Context: an optimization exercise on an open-source flow, tuned for small area. The choices shown serve that exercise and are no tape-out recipe. RTL that was checked went through simulation tests only; none was proved equivalent to the original. Power and IR drop assume default switching activity.

Design snake_wrapper, start of the top module:
module snake_wrapper(
    input CLK,
    input RESET,
    input BTNC,
    input [9:0] JSTK_X,
    input [9:0] JSTK_Y,
    output [11:0] COLOUR_OUT,
    output HS,
    output VS,
    output [3:0] LED
);
Size: roughly 220 flip-flops, roughly 41 I/O pins.
==> flow/config.mk <==
export PLATFORM = sky130hd
export DESIGN_NAME = snake_wrapper
export DESIGN_NICKNAME = snake_wrapper
export VERILOG_FILES = /design/flow/design.v
export SDC_FILE = /design/flow/constraint.sdc
export NUM_CORES = 4
export LEC_CHECK = 0
export ABC_AREA = 1
export CAP_MARGIN = 20
export CORE_MARGIN = 2
export CORE_UTILIZATION = 60
export SLEW_MARGIN = 20
==> flow/constraint.sdc <==
create_clock -name core_clock -period 10.0 [get_ports {CLK}]
set_input_delay 2.0000 -clock core_clock [delete_from_list [all_inputs] [get_ports {CLK}]]
set_output_delay 2.0000 -clock core_clock [all_outputs]
set_load 0.01 [all_outputs]
standard.sh (not shown) runs the stock make flow with config.mk's settings and CLKGATE_MAP_FILE= SYNTH_SCRIPT=/design/flow/synth_recipe.tcl, a recipe that flattens the netlist after the stock synthesis.
==> flow/flow/run.sh <==
#!/bin/bash
# Standard ORFS layout with two synthesis changes that keep every register
# (names, count, cell types) as the standard synthesis makes them:
#  - no adder extraction (ADDER_MAP_FILE empty), so ABC maps the arithmetic
#  - an area-only ABC mapping script (repeated choice-based area mapping)
#    instead of ORFS's abc_area.script, which also buffers and upsizes
set -euo pipefail
cp -r "$FLOW_HOME/scripts" ./scripts_area
printf 'strash\ndch\nmap -a\nstrash\ndch\nmap -a\nstrash\ndch\nmap -a\ntopo\n' > ./scripts_area/abc_area.script
export SCRIPTS_DIR="$PWD/scripts_area"
export ADDER_MAP_FILE=
bash standard.sh > flow_make.log 2>&1
Rerun with:
==> flow/run.sh (new file) <==
#!/bin/bash
# synth_recipe.tcl (not shown) runs the flow's synth.tcl, then flattens the netlist and writes it again
# the make line also repeats each setting of config.mk as NAME=value (left out here)
make -C /OpenROAD-flow-scripts/flow DESIGN_CONFIG=/design/flow/config.mk WORK_HOME=/design/flow/orfs CLKGATE_MAP_FILE= SYNTH_SCRIPT=/design/flow/synth_recipe.tcl finish
removed: flow/flow/run.sh
removed: flow/standard.sh
=> Design area rose by a quarter to a third. Worst hold slack is about the same. Routed wire length went up by about a fifth. Power rose by a quarter to a third. Die area came out higher by a quarter to a third. Core utilization is lower by 1.8 points. Clock power rises by a few percent.

* * *

snake_wrapper, a different RTL version from the one above (not shown whole).
Size in the first run: roughly 240 flip-flops, ~41 I/O pins, ~18000 um^2 of cells after synthesis.
Design snake_wrapper, start of the top module:
module snake_wrapper(
    input CLK,
    input RESET,
    input BTNC,
    input [9:0] JSTK_X,
    input [9:0] JSTK_Y,
    output [11:0] COLOUR_OUT,
    output HS,
    output VS,
    output [3:0] LED
);
clock: 10.0 ns
lec_check: 0
abc_area: 1
cap_margin: 20
core_margin: 2
core_utilization: 60
slew_margin: 20
run.sh (not shown) runs the stock make flow with config.mk's settings and CLKGATE_MAP_FILE= SYNTH_SCRIPT=/design/flow/synth_recipe.tcl, a recipe that flattens the netlist after the stock synthesis.
Stock flow here: none of the scripts above is used.
The first run completed without violations.
Edit:
- ABC_AREA: 1 -> default
- CORE_UTILIZATION: 60 -> 40
Result:
- The new run passed the timing, design-rule and antenna checks
- combinational power grows by roughly a tenth
- maximum frequency shrinks by about a fifth
- utilization came out lower by 21 points
- hold slack is about the same
- cell area climbs by a few percent
- cell count is lower by a few percent
- clock-buffer cell count rose by 1
- sequential share of layout area is lower by 0.78 points
No functional check of the RTL was part of any run of this note.

* * *

## zinc
Another version of the RTL of snake_wrapper (not shown whole).
For scale: ~1,600 cells after synthesis, about 210 flip-flops, ~41 I/O pins.
==> flow/config.mk <==
export PLATFORM = sky130hd
export DESIGN_NAME = snake_wrapper
export DESIGN_NICKNAME = snake_wrapper
export VERILOG_FILES = /design/flow/design.v
export SDC_FILE = /design/flow/constraint.sdc
export NUM_CORES = 4
export LEC_CHECK = 0
export ABC_AREA = 1
export CAP_MARGIN = 20
export CORE_MARGIN = 2
export CORE_UTILIZATION = 60
export SLEW_MARGIN = 20
==> flow/constraint.sdc <==
create_clock -name core_clock -period 10.0 [get_ports {CLK}]
set_input_delay 2.0000 -clock core_clock [delete_from_list [all_inputs] [get_ports {CLK}]]
set_output_delay 2.0000 -clock core_clock [all_outputs]
set_load 0.01 [all_outputs]
standard.sh (not shown) runs the stock make flow with config.mk's settings and CLKGATE_MAP_FILE= SYNTH_SCRIPT=/design/flow/synth_recipe.tcl, a recipe that flattens the netlist after the stock synthesis.
==> flow/flow/run.sh <==
#!/bin/bash
# Standard ORFS layout with changes that keep every register (names, count,
# cell types) as the standard synthesis makes them:
#  - no adder extraction (ADDER_MAP_FILE empty), so ABC maps the arithmetic
#  - an area-only ABC script (SAT-based deep resynthesis, then area mapping)
#    instead of ORFS's abc_area.script, which also buffers and upsizes
#  - clock tree with smaller buffers and no dummy loads
#  - the smallest buffer (buf_1) on the ports
set -euo pipefail
cp -r "$FLOW_HOME/scripts" ./scripts_area
printf '&get -n\n&deepsyn -I 4 -T 100\n&put\ndch\namap\ntopo\n' > ./scripts_area/abc_area.script
export SCRIPTS_DIR="$PWD/scripts_area"
export ADDER_MAP_FILE=
export CTS_ARGS="-sink_clustering_enable -repair_clock_nets -dont_use_dummy_load -buf_list sky130_fd_sc_hd__clkbuf_8 -root_buf sky130_fd_sc_hd__clkbuf_8 -sink_clustering_size 20 -sink_clustering_max_diameter 60"
export BUFFER_PORTS_ARGS="-inputs -outputs -buffer_cell sky130_fd_sc_hd__buf_1"
bash standard.sh > flow_make.log 2>&1
> inputs changed (zinc -> tundra)
diff --git a/flow/flow/run.sh b/flow/flow/run.sh
--- a/flow/flow/run.sh
+++ b/flow/flow/run.sh
@@ -9,8 +9,8 @@
 set -euo pipefail
 cp -r "$FLOW_HOME/scripts" ./scripts_area
-printf '&get -n\n&deepsyn -I 4 -T 100\n&put\ndch\namap\ntopo\n' > ./scripts_area/abc_area.script
+printf '&get -n\n&deepsyn -T 60\n&put\ndch\namap\ntopo\n' > ./scripts_area/abc_area.script
 export SCRIPTS_DIR="$PWD/scripts_area"
 export ADDER_MAP_FILE=
-export CTS_ARGS="-sink_clustering_enable -repair_clock_nets -dont_use_dummy_load -buf_list sky130_fd_sc_hd__clkbuf_8 -root_buf sky130_fd_sc_hd__clkbuf_8 -sink_clustering_size 20 -sink_clustering_max_diameter 60"
+export CTS_ARGS="-sink_clustering_enable -repair_clock_nets -dont_use_dummy_load -buf_list sky130_fd_sc_hd__clkbuf_8 -root_buf sky130_fd_sc_hd__clkbuf_8 -sink_clustering_size 16 -sink_clustering_max_diameter 50"
 export BUFFER_PORTS_ARGS="-inputs -outputs -buffer_cell sky130_fd_sc_hd__buf_1"
 bash standard.sh > flow_make.log 2>&1
[summary]
- Looking at synthesized cell count, tundra sits 15 lower than zinc does.
- The detailed-route via count of tundra and that of zinc are within noise of each other.
- Any difference in die area between tundra and zinc is small enough to ignore.
- Signed area change from the synthesized netlist to the final layout in tundra vs zinc: up 0.55 points
- | routed wire length | zinc vs tundra | ≈ equal |
### tundra -> indigo
==> flow/flow/run.sh <==
#!/bin/bash
# Standard ORFS layout with changes that keep every register (names, count,
# cell types) as the standard synthesis makes them:
#  - no adder extraction (ADDER_MAP_FILE empty), so ABC maps the arithmetic
#  - an area-only ABC mapping script (repeated choice-based area mapping)
#    instead of ORFS's abc_area.script, which also buffers and upsizes
#  - clock tree with smaller buffers and no dummy loads
#  - the smallest buffer (buf_1) on the ports
set -euo pipefail
cp -r "$FLOW_HOME/scripts" ./scripts_area
printf 'strash\ndch\nmap -a\nstrash\ndch\nmap -a\nstrash\ndch\nmap -a\ntopo\n' > ./scripts_area/abc_area.script
export SCRIPTS_DIR="$PWD/scripts_area"
export ADDER_MAP_FILE=
export CTS_ARGS="-sink_clustering_enable -repair_clock_nets -dont_use_dummy_load -buf_list sky130_fd_sc_hd__clkbuf_4 -root_buf sky130_fd_sc_hd__clkbuf_8 -sink_clustering_size 20"
export BUFFER_PORTS_ARGS="-inputs -outputs -buffer_cell sky130_fd_sc_hd__buf_1"
bash standard.sh > flow_make.log 2>&1
### Flow results
indigo: PASS, flow complete, no timing, DRC or antenna violations
On core utilization, the lower figure sits with indigo, not tundra.
Summary of indigo over tundra: final standard cell count with taps included and fillers excluded increased by 553 relative to the old numbers; full die area picked up an extra about 15%; setup slack lower; share of layout cells above drive strength 1 increased by 1.6 points relative to the old numbers.
Highest-delay cell along the critical path = sky130_fd_sc_hd__o31ai_1: indigo; highest-delay cell along the critical path = sky130_fd_sc_hd__nor3_1: tundra
Inputs modified between indigo and yarrow:
diff --git a/flow/flow/run.sh b/flow/flow/run.sh
--- a/flow/flow/run.sh
+++ b/flow/flow/run.sh
@@ -3,5 +3,5 @@
 # cell types) as the standard synthesis makes them:
 #  - no adder extraction (ADDER_MAP_FILE empty), so ABC maps the arithmetic
-#  - an area-only ABC mapping script (repeated choice-based area mapping)
+#  - an area-only ABC script (SAT-based deep resynthesis, then area mapping)
 #    instead of ORFS's abc_area.script, which also buffers and upsizes
 #  - clock tree with smaller buffers and no dummy loads
@@ -9,5 +9,5 @@
 set -euo pipefail
 cp -r "$FLOW_HOME/scripts" ./scripts_area
-printf 'strash\ndch\nmap -a\nstrash\ndch\nmap -a\nstrash\ndch\nmap -a\ntopo\n' > ./scripts_area/abc_area.script
+printf '&get -n\n&deepsyn -T 60\n&put\ndch\namap\ntopo\n' > ./scripts_area/abc_area.script
 export SCRIPTS_DIR="$PWD/scripts_area"
 export ADDER_MAP_FILE=
## What came out
Relative max-transition margin delta for yarrow relative to indigo: 6.1 points higher. Summary of yarrow over indigo: setup slack at placement went up, multi-input gate share of total cell area went down 2.3 points, count of multi-input gates now smaller, average vias per placed instance saw an increase, area enclosed by the die boundary lower. Comparing yarrow and indigo, the lower total routing usage reported by global routing was measured on indigo. Compared with indigo, half-perimeter wire length after detailed placement in yarrow decreased by more than 10%. Summary of yarrow over indigo: post-synth design cell area moved down; shortest clock period the worst path allows after layout moved down.

==> re-timing with driven ports <==
How much do the figures lean on ideal ports? The routed layouts below were timed once more, with nothing changed but the port constraints.
Step 1 (the two cells are an assumption about what drives the block):
set clk [get_ports {CLK}]
set_driving_cell -lib_cell sky130_fd_sc_hd__clkbuf_16 $clk
set_driving_cell -lib_cell sky130_fd_sc_hd__buf_2 [delete_from_list [all_inputs] $clk]
Step 2 adds t to the input delays and takes it off the output delays; t is the mean of the earliest and latest rising clock arrival at the registers after step 1. Input paths then give back, and output paths get back, about the clock's delay inside the block.
a / b / c = no drivers / after step 1 / after step 2; a / b = the first two.
| run | t (ns) | setup WS [ns] | hold WS [ns] | clock arrival spread, ns | cell pins on the clock port's net |
|---|---|---|---|---|---|
| the first run of note 1 | 0.583 | 1.955 / 1.955 / 1.955 | 0.327 / 0.327 / 0.327 | 0.011 / 0.011 | 1 |
| the second run of note 1 | 0.607 | 2.811 / 2.789 / 2.789 | 0.324 / 0.324 / 0.324 | 0.017 / 0.017 | 1 |
| the first run of note 2 | 0.595 | 2.859 / 2.859 / 2.859 | 0.319 / 0.319 / 0.319 | 0.021 / 0.021 | 1 |
| the second run of note 2 | 0.629 | 0.896 / 0.896 / 0.896 | 0.321 / 0.321 / 0.321 | 0.019 / 0.019 | 1 |
| zinc | 0.557 | 0.917 / 0.917 / 0.917 | 0.294 / 0.294 / 0.294 | 0.106 / 0.106 | 1 |
| tundra | 0.591 | 1.927 / 1.927 / 1.927 | 0.308 / 0.308 / 0.308 | 0.076 / 0.075 | 1 |
| indigo | 0.559 | 1.745 / 1.745 / 1.745 | 0.314 / 0.314 / 0.314 | 0.067 / 0.067 | 1 |
| yarrow | 0.571 | 1.876 / 1.876 / 1.876 | 0.313 / 0.313 / 0.313 | 0.040 / 0.040 | 1 |
After both steps setup and hold are still met in every run listed. The setup slack of the second run of note 1, which loses most, moves by -0.022 ns with the drivers and by -0.022 ns with both steps.
